What follows belongs to an exercise in optimizing a design on an open flow for a short achievable clock period and few clock cycles; a production flow would make more cautious choices.
Only simulation tests tie the RTL to the original design; equivalence was not proved.
No activity file was given, so power comes from the tool's default toggle rates.

### flow/design.v
module ALU (SrcA, SrcB, ALUControl, ALUResult, zero, gte, lt);
    input [31:0] SrcA, SrcB;
    input [2:0] ALUControl;
    output reg [31:0] ALUResult;
    output  zero, gte, lt;
    always @(SrcA, SrcB, ALUControl) begin
        case (ALUControl)
            3'd0: ALUResult = SrcA+SrcB;
            3'd1: ALUResult = SrcA-SrcB;
            3'd2: ALUResult = SrcA & SrcB;
            3'd3: ALUResult = SrcA | SrcB;
            3'd4: ALUResult = SrcA ^ SrcB;
            3'd5: ALUResult = ($signed(SrcA) < $signed(SrcB)) ? 32'd1 : 32'd0;  
            3'd6: ALUResult= (SrcA < SrcB) ? 32'd1 : 32'd0;  
            default: ALUResult=32'd0;
        endcase
    end
    assign zero = (ALUResult == 0)? 1'b1 :1'b0; 
    assign gte = ($signed(SrcA) >= $signed(SrcB))? 1'b1 :1'b0;
    assign lt = ($signed(SrcA) < $signed(SrcB))? 1'b1 :1'b0;
endmodule
module PC_mux(PCSrc, PC4, PCImm, ALUres, PCNext);
    input [1:0] PCSrc;
    input [31:0] PC4, PCImm, ALUres;
    output reg [31:0] PCNext;
    always @(PCSrc, PC4, PCImm, ALUres) begin
        case (PCSrc)
            2'b00: PCNext = PC4;
            2'b01: PCNext = PCImm;
            2'b10: PCNext = ALUres;
            default: PCNext = 32'd0;
        endcase
    end
endmodule
module PC_register(clk,rst,PCNext,PC);
    input clk,rst;    
    input [31:0] PCNext;
    output reg [31:0] PC;
    always @(posedge clk or posedge rst) begin
        if(rst)
            PC<=32'd0;
        else
            PC <= PCNext;
    end  
endmodule
module Register_file(clk,rst, RegWrite, A1, A2, A3, WD3, RD1, RD2);
    input clk, rst;
    input RegWrite;
    input [4:0] A1;
    input [4:0] A2;
    input [4:0] A3;
    input [31:0] WD3;
    output [31:0] RD1;
    output [31:0] RD2;
    reg [31:0] registers [31:0];
    always @(posedge clk) begin
      if (RegWrite)
	    begin
	        registers[A3] <= WD3;
      end
    end
    assign RD1 = (A1 == 5'd0) ? 32'd0 : registers[A1];
    assign RD2 = (A2 == 5'd0) ? 32'd0 : registers[A2];
endmodule
module Result_mux (ResultSrc, ALUres, ReadData, PC4, ImmExt, Result);
    input [1:0]ResultSrc;
    input [31:0] ALUres, ReadData, PC4, ImmExt;
    output reg [31:0] Result;
    always @(ResultSrc, ALUres, ReadData, PC4, ImmExt) begin
        case (ResultSrc)
            2'b00: Result= ALUres;
            2'b01: Result= ReadData;
            2'b10: Result= PC4;
            2'b11: Result= ImmExt;
            default: Result=32'd0;
        endcase
    end
endmodule
module SrcB_mux(ALUSrc2, RD2, ImmExt, SrcB);
    input ALUSrc2;
    input [31:0] RD2, ImmExt;
    output reg [31:0] SrcB;
    always @(ALUSrc2, RD2, ImmExt) begin
        case (ALUSrc2)
            1'b0: SrcB= RD2;
            1'b1: SrcB= ImmExt;
            default: SrcB=32'd0;
        endcase
    end
endmodule
module adder_PC4(PC, PCPlus4);
    input [31:0] PC;
    output [31:0] PCPlus4;
    wire co;
    assign {co,PCPlus4} = PC + 32'd4;
endmodule
module adder_PCimm(PC, offset, PCTarget);
    input [31:0] PC;
    input [31:0] offset;
    output [31:0] PCTarget;
    wire co;
    assign {co,PCTarget} = PC + offset;
endmodule
module extension_unit (instruction, ImmSrc, ImmExt);
    input [31:0] instruction;
    input [2:0] ImmSrc;
    output [31:0] ImmExt;
    reg [31:0] ImmExt;
    always @(instruction, ImmSrc) begin
        case (ImmSrc)
            3'd0: ImmExt={{20{instruction[31]}},instruction[31:20]};  
            3'd1: ImmExt={{20{instruction[31]}},instruction[31:25],instruction[11:7]};  
            3'd2: ImmExt={{19{instruction[31]}},instruction[31],instruction[7],instruction[30:25],instruction[11:8],1'b0};  
       	    3'd3: ImmExt={{11{instruction[31]}},instruction[31],instruction[19:12],instruction[20],instruction[30:21],1'b0};  
	    3'd4: ImmExt={instruction[31:12],12'd0};  
            default: ImmExt =32'd0; 
        endcase
    end
endmodule
module controller (opcode, func3, func7, zero, bge, lt, 
                    PCSrc, ResultSrc, MemWrite, ALUControl, ALUSrc2, ImmSrc, RegWrite);
    input [6:0] opcode;
    input [2:0] func3;
    input [6:0] func7;
    input zero, bge, lt;
    output reg  MemWrite,RegWrite, ALUSrc2;
    output reg [1:0] PCSrc, ResultSrc;
    output reg [2:0] ALUControl, ImmSrc;
    wire [9:0] function_choose={func7,func3};
    always @(opcode, func3, func7, zero, bge, lt) begin
        {MemWrite, RegWrite} = 2'd0;
        {PCSrc, ResultSrc, ALUSrc2} = 5'd0;
        {ALUControl, ImmSrc} = 6'd0;
        case (opcode)
            	7'd51:begin
		RegWrite=1'b1;
		ALUSrc2=1'b0; 
		ResultSrc=2'b00;
		case (function_choose)
                	0:  ALUControl = 3'b000;    
                	256: ALUControl = 3'b001;   
			6: ALUControl = 3'b011;  
                	7: ALUControl = 3'b010;  
                	2: ALUControl = 3'b101;  
                	3: ALUControl= 3'b110;  
            	endcase 
		end
            	7'd19: begin
			ResultSrc=2'b00;		
			ImmSrc = 3'b000;
		    	RegWrite = 1'b1;
                    	ALUSrc2 = 1'b1;		
			case (func3)
                	3'b000: ALUControl = 3'b000;  
                	3'b100: ALUControl =3'b100;  
                	3'b110: ALUControl = 3'b011;  
                	3'b010: ALUControl = 3'b101;  
                	3'b011: ALUControl = 3'b110;  
            		endcase
		end
            	7'd3:begin
		case(func3)
			3'b010:begin
			ImmSrc = 3'b000;
                	ResultSrc=2'b01;
                	ALUSrc2=1'b1;
                	RegWrite=1'b1;
			end
			endcase
            	end           
            	7'd35:begin
		case(func3)
			3'b010:begin
                		MemWrite=1'b1;
                		ImmSrc=3'b001;
                		ALUSrc2=1'b1;
				ALUControl = 3'b000;
			end
			endcase
            	end           
		7'd99:begin
			ALUSrc2=1'b0;
			ImmSrc = 3'b010; 
			case (func3)
                	3'b000: begin ALUControl = 3'b001; PCSrc = (zero==1)? 2'b01 : 2'b00; end  
                	3'b001: begin ALUControl = 3'b001; PCSrc = (zero==1)? 2'b00 : 2'b01; end  
                	3'b100: PCSrc = (lt==1)?  2'b01: 2'b00;  
                	3'b101: PCSrc = (bge==1)? 2'b01: 2'b00;  
            		endcase
		end
            	7'd55:begin
                	ResultSrc=2'b11;
			ImmSrc= 3'b100;
                	RegWrite= 1'b1;
            	end   
            	7'd111:begin
               		PCSrc=2'b01;
                	ResultSrc=2'b10;
                	ImmSrc=3'b011;
                	RegWrite=1'b1;
            	end   
            	7'd103:begin
			ImmSrc= 3'b000;
			ALUControl = 3'b000;
                	PCSrc=2'b10;
                	ResultSrc=2'b10;
                	RegWrite=1'b1;
               		ALUSrc2=1'b1;
            	end  
        endcase
    end
endmodule
module Datapath(clk, rst, RegWrite, MemWrite, ResultSrc, PCSrc, ALUSrc2, ALUControl,ImmSrc, lt ,bge, zero, opcode, func3, func7,
                imem_addr, imem_rdata, dmem_addr, dmem_wdata, dmem_we, dmem_rdata);
    input clk, rst, RegWrite, MemWrite, ALUSrc2;
    input[1:0] ResultSrc, PCSrc;
    input[2:0] ALUControl, ImmSrc;
    output [6:0] opcode;
    output lt, bge, zero;
    output[2:0] func3;
    output[6:0] func7;
    output [31:0] imem_addr, dmem_addr, dmem_wdata;
    output dmem_we;
    input [31:0] imem_rdata, dmem_rdata;
    wire[31:0] ALUResult, PCPlus4, PCTarget, PCNext, PC, instr, Result, WD, RD1, RD2, ImmExt;
    wire[31:0] SrcB, ReadData;
    wire [4:0] A1, A2, A3;
    assign A1 = instr[19:15];
    assign A2 = instr[24:20];
    assign A3 = instr[11:7];
    assign WD = Result;
    assign opcode = instr[6:0];
    assign func3 = instr[14:12];
    assign func7 = instr[31:25];
    PC_mux PCMUX(PCSrc, PCPlus4, PCTarget, ALUResult, PCNext);
    PC_register PCreg(clk, rst, PCNext, PC);
    adder_PC4 PC4(PC, PCPlus4);
    adder_PCimm PCI(PC, ImmExt, PCTarget);
    SrcB_mux SrcB_data (ALUSrc2, RD2,ImmExt, SrcB);
    ALU ALU_UNIT(RD1, SrcB, ALUControl, ALUResult, zero, bge, lt);
    Result_mux RES_M(ResultSrc, ALUResult, ReadData, PCPlus4, ImmExt, Result);
    extension_unit EXTU(instr, ImmSrc, ImmExt);
    assign imem_addr = PC;
    assign instr = imem_rdata;
    Register_file Reg_F(clk,rst, RegWrite, A1, A2, A3, WD, RD1, RD2);
    assign dmem_addr = ALUResult;
    assign dmem_wdata = RD2;
    assign dmem_we = MemWrite;
    assign ReadData = dmem_rdata;
endmodule
module RISC_V(clk, rst, imem_addr, imem_rdata, dmem_addr, dmem_wdata, dmem_we, dmem_rdata);
    input clk, rst;
    output [31:0] imem_addr;
    input [31:0] imem_rdata;
    output [31:0] dmem_addr, dmem_wdata;
    output dmem_we;
    input [31:0] dmem_rdata;
    wire RegWrite, MemWrite;
    wire[1:0] ResultSrc, PCSrc;
    wire ALUSrc2;
    wire[2:0] ALUControl, ImmSrc;
    wire [6:0] opcode;
    wire lt, bge, zero;
    wire[2:0] func3;
    wire[6:0] func7;
    Datapath dp(clk, rst, RegWrite, MemWrite, ResultSrc, PCSrc, ALUSrc2, ALUControl,ImmSrc, lt ,bge, zero, opcode, func3, func7,
                imem_addr, imem_rdata, dmem_addr, dmem_wdata, dmem_we, dmem_rdata);
    controller cntr(opcode, func3, func7, zero, bge, lt, PCSrc, ResultSrc, MemWrite, ALUControl, ALUSrc2, ImmSrc, RegWrite);
endmodule
### flow/run.sh
#!/bin/bash
# synth_recipe.tcl (not shown) runs the flow's synth.tcl, then flattens the netlist and writes it again
# the make line also repeats each setting of config.mk as NAME=value (left out here)
make -C /OpenROAD-flow-scripts/flow DESIGN_CONFIG=/design/flow/config.mk WORK_HOME=/design/flow/orfs CLKGATE_MAP_FILE= SYNTH_SCRIPT=/design/flow/synth_recipe.tcl finish
### flow/config.mk
export PLATFORM = sky130hd
export DESIGN_NAME = RISC_V
export DESIGN_NICKNAME = RISC_V
export VERILOG_FILES = /design/flow/design.v
export SDC_FILE = /design/flow/constraint.sdc
export NUM_CORES = 4
export LEC_CHECK = 0
export CAP_MARGIN = 20
export CORE_MARGIN = 2
export CORE_UTILIZATION = 40
export SETUP_SLACK_MARGIN = 2.5
export SLEW_MARGIN = 20
### flow/constraint.sdc
create_clock -name core_clock -period 8.8 [get_ports {clk}]
set_input_delay 1.7600 -clock core_clock [delete_from_list [all_inputs] [get_ports {clk}]]
set_output_delay 1.7600 -clock core_clock [all_outputs]
set_load 0.01 [all_outputs]
==> run_results.csv <==
group,metric,value,unit
floorplan,rows,139,
yosys,synth_cells,3684,
floorplan,io_pins,163,
yosys,ys_ff_latch,1056,
critical_path,cp-endpoint,"dmem_addr[31]",
global_route,grt-ovfl-total,0,
floorplan,initial_core_util,40.3,%
floorplan,coreArea,143000,µm²
run,drv_cap,0,
pwr,p_leak,26.2,nW
clock_network,cts_buffer_depth,3,
clock_network,clock_latency,0.76,ns
clock_network,path_clk_slew,0.07,ns
critical_path,r2r_cells,37,
critical_path,rr_endpoint,"dp.PCreg.PC[24]$_DFF_PP0_",
placed_design,io_buffers,162,
clock_network,cts_root_buf,"clkbuf_16",
timing,fin_tns_setup,0,ns
drt,drt_first_pass_iters,5,
floorplan,design.die.area,148000,µm²
pwr,vdd_drop_max,0.000183,V
drt,wl,214000,µm
timing,tightest_slew,1.17,ns
timing,drv_slew,0,
critical_path,end_kind,"output port",
yosys,synth_area,57800,µm²
critical_path,required,7.04,ns
cells_and_area,drive_above_1_share,43.0,%
timing,period_needed,8.38,ns
drt,vias_per_cell,6.33,
worst_hold_path,hold_path_class,"reg -> reg",
drt,dr_total_vias,41200,
floorplan,die_h,384,µm
global_route,grt_pass1_vias,40400,
critical_path,critPathSlowestCell,"mux4_2",
critical_path,worstReg2RegStart,"dp.Reg_F.registers[31][0]$_DFFE_PP_",
drt,drc,0,
timing,setup_viol,0,
critical_path,rrSetupSlack,1.83,ns
cells_and_area,layout_commonest_cell,"edfxtp_1",
critical_path,startpoint,"imem_rdata[20]",
placed_design,hpwl,141000,µm
timing,slew_headroom,21.7,%
cells_and_area,nNetsFinal,4721,
clock_network,holdBufCountCts,0,
pwr,power_density,219,nW/µm²
drt,drt_iter0_markers,5203,
timing,timing.hold.ws,0.734,ns
clock_network,cts-buffers-inserted,106,
critical_path,cpLargestDelayFamily,"compound AO/OA/AOI/OAI gates",
global_route,grt_pass1_wl,298000,µm
floorplan,die_x,384,µm
yosys,syn_nets,3890,
clock_network,h-tree-depth,3,
timing,skew,0.0737,ns
timing,grt_setup_unrepaired,"true",
placed_design,globalplace.congestion,1.00,
yosys,yosys_warnings,8,
drt,routedWlPerCell,32.9,µm
critical_path,timing.critical_path.buf_inv,9,
yosys,synth_cell_types,79,
critical_path,slowest_delay,0.51,ns
timing,max_freq,119,MHz
critical_path,path_max_fanout,6,
yosys,synth_edf_count,1024,
global_route,antenna_found_initial,4,
yosys,syn_avg_cell_area,15.7,µm²
cells_and_area,mostFrequentLayoutCells,"1,024 x edfxtp_1, 644 x buf_4, 640 x mux4_2",
global_route,grt_max_degree,56,
yosys,synthArstFlopShare,3.03,%
global_route,grt_use_total,28.5,%
critical_path,worst-setup-path-type,"in -> out",
critical_path,cp_num_cells,25,
clock_network,cts_tree,"yes",
drt,ant_nets,0,
cells_and_area,area_growth,28.9,%
critical_path,arrival,6.62,ns
clock_network,cts_sinks,1056,
timing,finalHoldViolations,0,
status,status,"complete, no violations",
yosys,synth_ff_type,"edfxtp_1",
timing,finalCritPeriodShare,95.2,%
yosys,yosysSeqAreaShare,54.6,%
critical_path,start_kind,"primary input",
worst min path at each step:
stage          slack, ns                       from  cells after the start                        end
5_1_grt             0.73   dp.PCreg.PC[2]$_DFF_PP0_                      1   dp.PCreg.PC[2]$_DFF_PP0_
4_1_cts             0.73  dp.PCreg.PC[21]$_DFF_PP0_                      3  dp.PCreg.PC[21]$_DFF_PP0_
3_3_place_gp        0.71   dp.PCreg.PC[2]$_DFF_PP0_                      1   dp.PCreg.PC[2]$_DFF_PP0_
6_report            0.73   dp.PCreg.PC[2]$_DFF_PP0_                      1   dp.PCreg.PC[2]$_DFF_PP0_
3_5_place_dp        0.72   dp.PCreg.PC[8]$_DFF_PP0_                      2   dp.PCreg.PC[8]$_DFF_PP0_
2_1_floorplan       0.60   dp.PCreg.PC[2]$_DFF_PP0_                      1   dp.PCreg.PC[2]$_DFF_PP0_
synthesized netlist by cell type (18+ instances only):
cell type | count | area (µm²)
a211oi_1 | 32 | 240
a21o_1 | 52 | 390
a21oi_1 | 150 | 751
a31oi_1 | 34 | 213
and3_1 | 19 | 119
buf_1 | 55 | 206
clkbuf_1 | 187 | 702
dfrtp_1 | 32 | 801
edfxtp_1 | 1024 | 30700
ha_1 | 137 | 1710
inv_1 | 136 | 510
mux2i_1 | 46 | 460
mux4_2 | 640 | 14400
nand2_1 | 235 | 882
nand2b_1 | 56 | 350
nand3_1 | 81 | 405
nor2_1 | 213 | 800
nor3_1 | 29 | 145
nor4_1 | 18 | 113
o211ai_1 | 53 | 398
o21a_1 | 19 | 143
o21ai_0 | 93 | 465
o21bai_1 | 19 | 143
or3_1 | 18 | 113
xnor2_1 | 34 | 298
xor2_1 | 28 | 245
sequential cells by signal (all words and copies together), names as in the netlist:
signal,cells
dp.Reg_F.registers,1024
dp.PCreg.PC,32
cell families (layout without fill, tap and decap cells):
family | Yosys count | in the layout | synth area share (%)
flip-flops | 1056 | 1056 | 54.6
XOR/XNOR | 62 | 62 | 0.940
other | 0 | 2 | 0
AND/OR/NAND/NOR | 759 | 759 | 6.20
buffers and inverters | 389 | 1310 | 2.56
multiplexers | 691 | 691 | 25.8
adder cells (fa/ha/maj) | 140 | 140 | 3.07
AO/OA/AOI/OAI | 587 | 587 | 6.79
per-layer routing:
layer | global-route usage [%] | wire [µm] | vias to the layer above
li1 | - | - | 16800
met1 | 37.8 | 79800 | 21500
met2 | 47.1 | 103000 | 2438
met3 | 4.68 | 21600 | 488
met4 | 10.7 | 9930 | 2
met5 | 0 | 8 | -
metrics by stage:
step                cells  total power, mW  setup slack (ns)  utilization, %  area (µm²)
finish               6510             16.3             0.420            51.9       74500
CTS                  6385             15.8             0.180            50.3       72200
floorplan            3684             8.74             0.833               -       58500
global route         6509             16.8             0.251            51.9       74500
global placement     6119             10.9            -0.233            46.6       66800
detailed placement   6120             10.9            -0.304            46.6       66800
area by class of cell:
type	instances	area (µm²)
Timing Repair Buffer	975	9610
Inverter	137	532
Fill cell	11700	69000
Tap cell	1903	2380
Clock buffer	120	2710
Multi-Input combinational cell	2239	26900
Clock inverter	78	828
Sequential cell	1056	31600
Antenna cell	2	5.00
what timing repair did:
item	4_1_cts	5_1_grt
cloned	15	10
setup buffers	52	113
gates resized for setup	289	304
hold endpoints to repair	0	0
pin swaps	66	174
setup endpoints to repair	873	965
power breakdown:
group	leakage (nW)	switching [mW]	internal, mW
sequential	9.58	0.153	6.20
combinational	14.9	3.06	2.26
clock	1.71	2.03	2.61
Testbench counts, summed over its fixed seeds: cycles 156,553.

separate check: timing with driven ports:
No port has a modelled driver above. Below, the same layout with a new extraction and two added sets of constraints. Step 1 sets driving cells, clkbuf_16 on the clock port and buf_2 on the other inputs (assumed; they add their load-dependent delay and slew). Step 2, shift: input delay + t, output delay - t, t = (earliest + latest rising clock arrival at the registers) / 2. This alone moves slack from input paths to output paths. a / b / c = no drivers / after step 1 / after step 2; a / b = the first two.
t, ns: 0.800
setup WS [ns]: 0.420 / 0.148 / -0.396
worst hold slack (ns): 0.734 / 0.734 / 0.734
worst slew at a driven data input, ns: 0.29
With both steps, setup timing fails in this run, where it was met with ideal ports. The setup slack of this run moves by -0.272 ns with the drivers and by -0.816 ns with both steps.
